Source: an optimization exercise on an open RTL-to-GDS flow (aim: small area). Production flows keep margins and buffers that such runs may drop. Only simulation tests tie the RTL to the original design; equivalence was not proved. No driver is modelled on the clock port, so clocking that relies on it looks cheaper here than on a real chip.

Design mul16_top, start of the top module:
module mul16_top(
    input   wire            clk,
    input   wire            a_signed,
    input   wire            b_signed,
    input   wire    [15:0]  mula,
    input   wire    [15:0]  mulb,
    output  reg     [31:0]  p
);
==> flow/config.mk <==
export PLATFORM = sky130hd
export DESIGN_NAME = mul16_top
export DESIGN_NICKNAME = mul16_top
export VERILOG_FILES = /design/flow/design.v
export SDC_FILE = /design/flow/constraint.sdc
export NUM_CORES = 4
export LEC_CHECK = 0
export ABC_AREA = 1
export CAP_MARGIN = 20
export CORE_MARGIN = 2
export CORE_UTILIZATION = 55
export CTS_BUF_LIST = sky130_fd_sc_hd__clkbuf_4 sky130_fd_sc_hd__clkbuf_8
export CTS_CLUSTER_SIZE = 16
export SLEW_MARGIN = 20
export SYNTH_HIERARCHICAL = 1
==> flow/constraint.sdc <==
create_clock -name core_clock -period 6.5 [get_ports {clk}]
set_input_delay 1.3000 -clock core_clock [delete_from_list [all_inputs] [get_ports {clk}]]
set_output_delay 1.3000 -clock core_clock [all_outputs]
set_load 0.01 [all_outputs]
standard.sh (not shown) runs the stock make flow with config.mk's settings and CLKGATE_MAP_FILE= SYNTH_SCRIPT=/design/flow/synth_recipe.tcl, a recipe that flattens the netlist after the stock synthesis.
==> flow/flow/run.sh <==
#!/bin/bash
# Standard ORFS layout (the standard.sh, unchanged synthesis), except:
#  - the port buffers inserted before global placement are the smallest buffer
#    cell instead of the resizer's default choice;
#  - clock tree synthesis does not add dummy loads to balance the tree.
# Full make/tool output goes to standard.log; ORFS keeps each step's own log
# under orfs/logs/.
set -euo pipefail
export BUFFER_PORTS_ARGS="-buffer_cell sky130_fd_sc_hd__buf_1"
export CTS_ARGS="-sink_clustering_enable -repair_clock_nets -dont_use_dummy_load -sink_clustering_size 12 -root_buf sky130_fd_sc_hd__clkbuf_4 -buf_list {sky130_fd_sc_hd__clkbuf_4}"
bash standard.sh > standard.log 2>&1
The baseline ran to the end with no violations.
Rerun with:
CORE_UTILIZATION = 70   (was 55)
Outcome: The changed run passed the timing, DRC and antenna checks; utilization came out higher by 15 points; fmax drops by 1.4%; wire length decreases by 3.8%; worst setup slack gets worse by 0.084 ns; global-route usage climbs by 5.8 points.
Rerun with:
==> flow/flow/run.sh (replaced) <==
#!/bin/bash
# Standard ORFS layout (the standard.sh, unchanged synthesis), except that the
# port buffers inserted before global placement are the smallest buffer cell
# instead of the resizer's default choice. Full make/tool output goes to
# standard.log; ORFS keeps each step's own log under orfs/logs/.
set -euo pipefail
export BUFFER_PORTS_ARGS="-buffer_cell sky130_fd_sc_hd__buf_1"
bash standard.sh > standard.log 2>&1
CORE_UTILIZATION = 55   (was 70)
What happened: Worst setup slack gets better by 0.095 ns. Hold slack gets better by 0.0066 ns. Global-route usage went down by 5.8 points. Via count went down by a few percent. Die area went up by a quarter to a third.
Rerun with:
==> flow/flow/run.sh (replaced) <==
#!/bin/bash
# Standard ORFS layout (the standard.sh, unchanged synthesis), except:
#  - the port buffers inserted before global placement are the smallest buffer
#    cell instead of the resizer's default choice;
#  - clock tree synthesis does not add dummy loads to balance the tree.
# Full make/tool output goes to standard.log; ORFS keeps each step's own log
# under orfs/logs/.
set -euo pipefail
export BUFFER_PORTS_ARGS="-buffer_cell sky130_fd_sc_hd__buf_1"
export CTS_ARGS="-sink_clustering_enable -repair_clock_nets -dont_use_dummy_load -sink_clustering_size 16 -buf_list {sky130_fd_sc_hd__clkbuf_4 sky130_fd_sc_hd__clkbuf_8}"
bash standard.sh > standard.log 2>&1
What happened:
- clock skew rose by 0.013 ns
- wire length hardly moves
- via count is about the same
- setup slack loses 0.017 ns
- final cell count fell slightly
- fmax stays flat

---

Starting RTL as in the previous note.
Settings: LEC_CHECK=0, ABC_AREA=1, CAP_MARGIN=20, CORE_MARGIN=2, CORE_UTILIZATION=55, CTS_BUF_LIST=sky130_fd_sc_hd__clkbuf_4 sky130_fd_sc_hd__clkbuf_8, CTS_CLUSTER_SIZE=16, SLEW_MARGIN=20, SYNTH_HIERARCHICAL=1; clock period 6.5 ns.
==> flow/flow/run.sh <==
#!/bin/bash
# Standard ORFS layout (the standard.sh, unchanged synthesis), except:
#  - the port buffers inserted before global placement are the smallest buffer
#    cell instead of the resizer's default choice;
#  - clock tree synthesis does not add dummy loads to balance the tree.
# Full make/tool output goes to standard.log; ORFS keeps each step's own log
# under orfs/logs/.
set -euo pipefail
export BUFFER_PORTS_ARGS="-buffer_cell sky130_fd_sc_hd__buf_1"
export CTS_ARGS="-sink_clustering_enable -repair_clock_nets -dont_use_dummy_load -sink_clustering_size 8 -root_buf sky130_fd_sc_hd__clkbuf_4 -buf_list {sky130_fd_sc_hd__clkbuf_4}"
bash standard.sh > standard.log 2>&1
The starting point passed the timing, DRC and antenna checks.
Next try:
==> flow/flow/run.sh (replaced) <==
#!/bin/bash
# Standard ORFS layout (the standard.sh, unchanged synthesis), except:
#  - the port buffers inserted before global placement are the smallest buffer
#    cell instead of the resizer's default choice;
#  - clock tree synthesis does not add dummy loads to balance the tree;
#  - after global routing, gates off the critical paths are downsized
#    (ORFS RECOVER_POWER step).
# Full make/tool output goes to standard.log; ORFS keeps each step's own log
# under orfs/logs/.
set -euo pipefail
export BUFFER_PORTS_ARGS="-buffer_cell sky130_fd_sc_hd__buf_1"
export CTS_ARGS="-sink_clustering_enable -repair_clock_nets -dont_use_dummy_load -sink_clustering_size 16 -buf_list {sky130_fd_sc_hd__clkbuf_4 sky130_fd_sc_hd__clkbuf_8}"
export RECOVER_POWER=100
bash standard.sh > standard.log 2>&1
The changed run went through all stages and came out clean; global-route usage hardly moves; count of clock-buffer cells in the layout does not change; synthesized cell count does not change; die area does not change; core utilization went up by 0.30 points; cell area went up by 0.53%; via count went up by 0.53%; synthesized area does not change; routed wire length stays flat; maximum frequency went down by about 0.7%.

---

mul16_top, a different RTL version from the one above (not shown whole).
For scale: ~67 I/O pins.
## mul16_top
module mul16_top(
    input   wire            clk,
    input   wire            a_signed,
    input   wire            b_signed,
    input   wire    [15:0]  mula,
    input   wire    [15:0]  mulb,
    output  reg     [31:0]  p
);
reg             a_signed_q, b_signed_q;
reg     [15:0]  mula_q, mulb_q;
wire    [31:0]  prod;
always @(posedge clk) begin
    a_signed_q <= a_signed;
    b_signed_q <= b_signed;
    mula_q     <= mula;
    mulb_q     <= mulb;
    p          <= prod;
end
multi16x16 mult(
    .a_signed(a_signed_q),
    .b_signed(b_signed_q),
    .mula(mula_q),
    .mulb(mulb_q),
    .out(prod)
);
endmodule
==> flow/config.mk <==
export PLATFORM = sky130hd
export DESIGN_NAME = mul16_top
export DESIGN_NICKNAME = mul16_top
export VERILOG_FILES = /design/flow/design.v
export SDC_FILE = /design/flow/constraint.sdc
export NUM_CORES = 4
export LEC_CHECK = 0
export ABC_AREA = 1
export CAP_MARGIN = 20
export CORE_MARGIN = 2
export CORE_UTILIZATION = 65
export CTS_BUF_LIST = sky130_fd_sc_hd__clkbuf_4 sky130_fd_sc_hd__clkbuf_8
export CTS_CLUSTER_SIZE = 16
export GPL_TIMING_DRIVEN = 0
export PLACE_DENSITY = 0.75
export SLEW_MARGIN = 20
export SYNTH_HIERARCHICAL = 1
==> flow/constraint.sdc <==
create_clock -name core_clock -period 6.5 [get_ports {clk}]
set_input_delay 1.3000 -clock core_clock [delete_from_list [all_inputs] [get_ports {clk}]]
set_output_delay 1.3000 -clock core_clock [all_outputs]
set_load 0.01 [all_outputs]
==> flow/flow/run.sh <==
#!/bin/bash
# The standard layout (standard.sh, synthesis unchanged) with these changes:
#  - before floorplan, combinational cells that synthesis upsized are swapped
#    back to their smallest drive strength (flow/downsize.tcl); the standard
#    repair steps add drive back where slew, capacitance or timing need it;
#  - global placement is not timing-driven (no rebuffering there); the
#    synthesis buffers are still removed before it (flow/unbuffer.tcl);
#  - the port buffers inserted before global placement are buf_1 instead of
#    the resizer's default choice;
#  - clock tree synthesis uses clkbuf_4 buffers and adds no dummy loads; after
#    it, a clock buffer driving 10 or more pins becomes a clkbuf_8
#    (flow/cts_fix.tcl) to keep clock-pin slews low.
# The full output of the make run goes to standard.log here; ORFS keeps each
# step's own log under orfs/logs/.
set -euo pipefail
here=$(pwd)
export BUFFER_PORTS_ARGS="-buffer_cell sky130_fd_sc_hd__buf_1"
export CTS_ARGS="-sink_clustering_enable -repair_clock_nets -dont_use_dummy_load -sink_clustering_size 12 -root_buf sky130_fd_sc_hd__clkbuf_4 -buf_list {sky130_fd_sc_hd__clkbuf_4}"
export PRE_FLOORPLAN_TCL="$here/flow/downsize.tcl"
export POST_CTS_TCL="$here/flow/cts_fix.tcl"
export PRE_GLOBAL_PLACE_TCL="$here/flow/unbuffer.tcl"
export CTS_FIX_MIN_SINKS=10
bash standard.sh > standard.log 2>&1
Other scripts of this flow, unchanged in this note and not shown: flow/flow/cts_fix.tcl, flow/flow/downsize.tcl, flow/flow/unbuffer.tcl
Change:
Settings changed: CORE_UTILIZATION 65 to 55, PLACE_DENSITY 0.75 to default.
- wire length came out lower by 1.0%
- final area came out higher by 0.48%
- hold slack gets worse by 0.018 ns
- non-clock buffer count grows by 1
- worst setup slack is about the same

---

Another version of the RTL of mul16_top (not shown whole).
Size: roughly 67 I/O pins, ~8100 um2 of cells after synthesis.
==> flow/config.mk <==
export PLATFORM = sky130hd
export DESIGN_NAME = mul16_top
export DESIGN_NICKNAME = mul16_top
export VERILOG_FILES = /design/flow/design.v
export SDC_FILE = /design/flow/constraint.sdc
export NUM_CORES = 4
export LEC_CHECK = 0
export ABC_AREA = 1
export CAP_MARGIN = 20
export CORE_MARGIN = 2
export CORE_UTILIZATION = 55
export SLEW_MARGIN = 20
export SYNTH_HIERARCHICAL = 1
==> flow/constraint.sdc <==
create_clock -name core_clock -period 6.5 [get_ports {clk}]
set_input_delay 1.3000 -clock core_clock [delete_from_list [all_inputs] [get_ports {clk}]]
set_output_delay 1.3000 -clock core_clock [all_outputs]
set_load 0.01 [all_outputs]
==> flow/flow/run.sh <==
#!/bin/bash
# Standard ORFS layout (the standard.sh, unchanged synthesis), except that the
# port buffers inserted before global placement are the smallest buffer cell
# instead of the resizer's default choice. Full make/tool output goes to
# standard.log; ORFS keeps each step's own log under orfs/logs/.
set -euo pipefail
export BUFFER_PORTS_ARGS="-buffer_cell sky130_fd_sc_hd__buf_1"
bash standard.sh > standard.log 2>&1
Change:
==> flow/run.sh (new file) <==
#!/bin/bash
# synth_recipe.tcl (not shown) runs the flow's synth.tcl, then flattens the netlist and writes it again
# the make line also repeats each setting of config.mk as NAME=value (left out here)
make -C /OpenROAD-flow-scripts/flow DESIGN_CONFIG=/design/flow/config.mk WORK_HOME=/design/flow/orfs CLKGATE_MAP_FILE= SYNTH_SCRIPT=/design/flow/synth_recipe.tcl finish
CTS_BUF_LIST = sky130_fd_sc_hd__clkbuf_2 sky130_fd_sc_hd__clkbuf_4 sky130_fd_sc_hd__clkbuf_8   (was default)
removed: flow/flow/run.sh
removed: flow/standard.sh
=> The new run finished with timing, DRC and antenna clean; maximum frequency went down by a few percent; wire length increases by a few percent; clock skew came out higher by 0.0062 ns; core utilization increases by 1.8 points; via count increases slightly; global-route usage increases by 1.2 points; cell area climbs by a few percent; register-to-register slack gets worse by 0.19 ns.

---

Setup of job 7351:
RTL: one of the versions met above, not the one the previous note started from.
For scale: about 780 cells after synthesis, ~67 I/O pins.
==> flow/config.mk <==
export PLATFORM = sky130hd
export DESIGN_NAME = mul16_top
export DESIGN_NICKNAME = mul16_top
export VERILOG_FILES = /design/flow/design.v
export SDC_FILE = /design/flow/constraint.sdc
export NUM_CORES = 4
export LEC_CHECK = 0
export ABC_AREA = 1
export CAP_MARGIN = 20
export CORE_MARGIN = 2
export CORE_UTILIZATION = 55
export CTS_BUF_LIST = sky130_fd_sc_hd__clkbuf_4 sky130_fd_sc_hd__clkbuf_8
export CTS_CLUSTER_SIZE = 16
export SLEW_MARGIN = 20
export SYNTH_HIERARCHICAL = 1
==> flow/constraint.sdc <==
create_clock -name core_clock -period 6.5 [get_ports {clk}]
set_input_delay 1.3000 -clock core_clock [delete_from_list [all_inputs] [get_ports {clk}]]
set_output_delay 1.3000 -clock core_clock [all_outputs]
set_load 0.01 [all_outputs]
==> flow/flow/run.sh <==
#!/bin/bash
# Standard ORFS layout (the standard.sh, unchanged synthesis), except:
#  - the port buffers inserted before global placement are the smallest buffer
#    cell instead of the resizer's default choice;
#  - clock tree synthesis does not add dummy loads to balance the tree.
# Full make/tool output goes to standard.log; ORFS keeps each step's own log
# under orfs/logs/.
set -euo pipefail
export BUFFER_PORTS_ARGS="-buffer_cell sky130_fd_sc_hd__buf_1"
export CTS_ARGS="-sink_clustering_enable -repair_clock_nets -dont_use_dummy_load -sink_clustering_size 8 -sink_clustering_max_diameter 40 -root_buf sky130_fd_sc_hd__clkbuf_4 -buf_list {sky130_fd_sc_hd__clkbuf_4}"
bash standard.sh > standard.log 2>&1
Here is what was changed in the inputs of job 6629 compared with job 7351.
--- a/flow/flow/run.sh
+++ b/flow/flow/run.sh
@@ -8,4 +8,4 @@
 set -euo pipefail
 export BUFFER_PORTS_ARGS="-buffer_cell sky130_fd_sc_hd__buf_1"
-export CTS_ARGS="-sink_clustering_enable -repair_clock_nets -dont_use_dummy_load -sink_clustering_size 8 -sink_clustering_max_diameter 40 -root_buf sky130_fd_sc_hd__clkbuf_4 -buf_list {sky130_fd_sc_hd__clkbuf_4}"
+export CTS_ARGS="-sink_clustering_enable -repair_clock_nets -dont_use_dummy_load -sink_clustering_size 12 -buf_list {sky130_fd_sc_hd__clkbuf_2 sky130_fd_sc_hd__clkbuf_4}"
 bash standard.sh > standard.log 2>&1
[summary]
As far as final area goes, job 6629 and job 7351 are indistinguishable; the numbers are identical. From job 6629 to job 7351, minimum clock period after layout did not move at all. Re number of nets with antenna violations after routing: no difference whatsoever between job 7351 and job 6629. Between job 6629 and job 7351, the number of rows in the core area figures differ only marginally. [compare] base=job 7351 new=job 6629: area overhead of the layout relative to synthesis closely matched the old numbers, setup total negative slack held, buffering stage count on the worst path with inverters included ~0 delta, final net count roughly the same. Summed instance area of the synthesized netlist: job 7351 vs job 6629 identical. Comparing job 6629 against job 7351, there is no change at all in number of different library cells in the post-synthesis netlist. Job 7351 and job 6629 ended up with roughly the same aggregate global-route resource usage.
For job 9229, these inputs were changed with respect to job 6629:
==> flow/flow/run.sh <==
#!/bin/bash
# Standard ORFS layout (the standard.sh, unchanged synthesis), except:
#  - the port buffers inserted before global placement are the smallest buffer
#    cell instead of the resizer's default choice;
#  - clock tree synthesis uses clkbuf_4 for the root and the leaves and does
#    not add dummy loads to balance the tree.
# Full make/tool output goes to standard.log; ORFS keeps each step's own log
# under orfs/logs/.
set -euo pipefail
export BUFFER_PORTS_ARGS="-buffer_cell sky130_fd_sc_hd__buf_1"
export CTS_ARGS="-sink_clustering_enable -repair_clock_nets -dont_use_dummy_load -sink_clustering_size 12 -root_buf sky130_fd_sc_hd__clkbuf_4 -buf_list {sky130_fd_sc_hd__clkbuf_4}"
bash standard.sh > standard.log 2>&1
--- outcome ---
- Job 9229: done, clean on timing, DRC and antenna
- Per the comparison of job 9229 with job 6629, inverter count of the layout excluding clock inverters was more or less identical; number of nets in the layout was more or less identical; fraction of area in multi-input gates was more or less identical; routed wire length was more or less identical; register-to-register path setup slack was more or less identical.
- Re number of distinct library cells after synthesis: no difference whatsoever between job 9229 and job 6629.
--- input diff job 9229..job 2781 ---
--- a/flow/flow/run.sh
+++ b/flow/flow/run.sh
@@ -9,4 +9,4 @@
 set -euo pipefail
 export BUFFER_PORTS_ARGS="-buffer_cell sky130_fd_sc_hd__buf_1"
-export CTS_ARGS="-sink_clustering_enable -repair_clock_nets -dont_use_dummy_load -sink_clustering_size 12 -root_buf sky130_fd_sc_hd__clkbuf_4 -buf_list {sky130_fd_sc_hd__clkbuf_4}"
+export CTS_ARGS="-sink_clustering_enable -repair_clock_nets -dont_use_dummy_load -sink_clustering_size 12 -sink_buffer_max_cap_derate 0.5 -root_buf sky130_fd_sc_hd__clkbuf_4 -buf_list {sky130_fd_sc_hd__clkbuf_4}"
 bash standard.sh > standard.log 2>&1
Findings:
- Looking at job 9229 and job 2781, the netlist area before placement is a wash.
- Job 9229 -> job 2781: core utilization delta 0, exact match
- As far as overall fraction of global-route tracks in use goes, job 9229 and job 2781 are indistinguishable; the numbers are identical.

## port drivers added, routing unchanged
How much do the figures lean on ideal ports? The routed layouts below were timed once more, with nothing changed but the port constraints.
Step 1 sets driving cells, clkbuf_16 on the clock port and buf_2 on the other inputs (assumed; they add their load-dependent delay and slew).
Step 2, shift: input delay + t, output delay - t, t = (earliest + latest rising clock arrival at the registers) / 2. This alone moves slack from input paths to output paths.
a / b / c = ideal / step 1 / step 2; a / b = the first two.
run	shift t [ns]	setup WS [ns]	hold WS [ns]	clock arrival spread, ns	worst data-port slew with drivers (ns)
the first run of note 1	0.476	0.621 / 0.621 / 0.621	0.667 / 0.667 / 0.667	0.032 / 0.033	0.03
the second run of note 1	0.470	0.537 / 0.537 / 0.537	0.653 / 0.653 / 0.653	0.040 / 0.040	0.04
the third run of note 1	0.407	0.632 / 0.632 / 0.632	0.660 / 0.660 / 0.660	0.013 / 0.013	0.03
the fourth run of note 1	0.402	0.616 / 0.616 / 0.616	0.665 / 0.665 / 0.665	0.022 / 0.023	0.03
the first run of note 2	0.476	0.621 / 0.621 / 0.621	0.667 / 0.667 / 0.667	0.032 / 0.033	0.03
the second run of note 2	0.401	0.580 / 0.580 / 0.580	0.660 / 0.660 / 0.660	0.022 / 0.022	0.03
the first run of note 3	0.485	0.320 / 0.320 / 0.320	0.664 / 0.664 / 0.664	0.047 / 0.047	0.03
the second run of note 3	0.469	0.322 / 0.322 / 0.322	0.646 / 0.646 / 0.646	0.049 / 0.049	0.04
the first run of note 4	0.384	0.784 / 0.784 / 0.784	0.654 / 0.654 / 0.654	0.006 / 0.006	0.04
the second run of note 4	0.409	0.595 / 0.595 / 0.595	0.667 / 0.667 / 0.667	0.016 / 0.016	0.04
job 7351	0.476	0.621 / 0.621 / 0.621	0.667 / 0.667 / 0.667	0.032 / 0.033	0.03
job 6629	0.476	0.621 / 0.621 / 0.621	0.667 / 0.667 / 0.667	0.032 / 0.033	0.03
job 9229	0.476	0.621 / 0.621 / 0.621	0.667 / 0.667 / 0.667	0.032 / 0.033	0.03
job 2781	0.476	0.621 / 0.621 / 0.621	0.667 / 0.667 / 0.667	0.032 / 0.033	0.03
After both steps setup and hold are still met in every run listed.
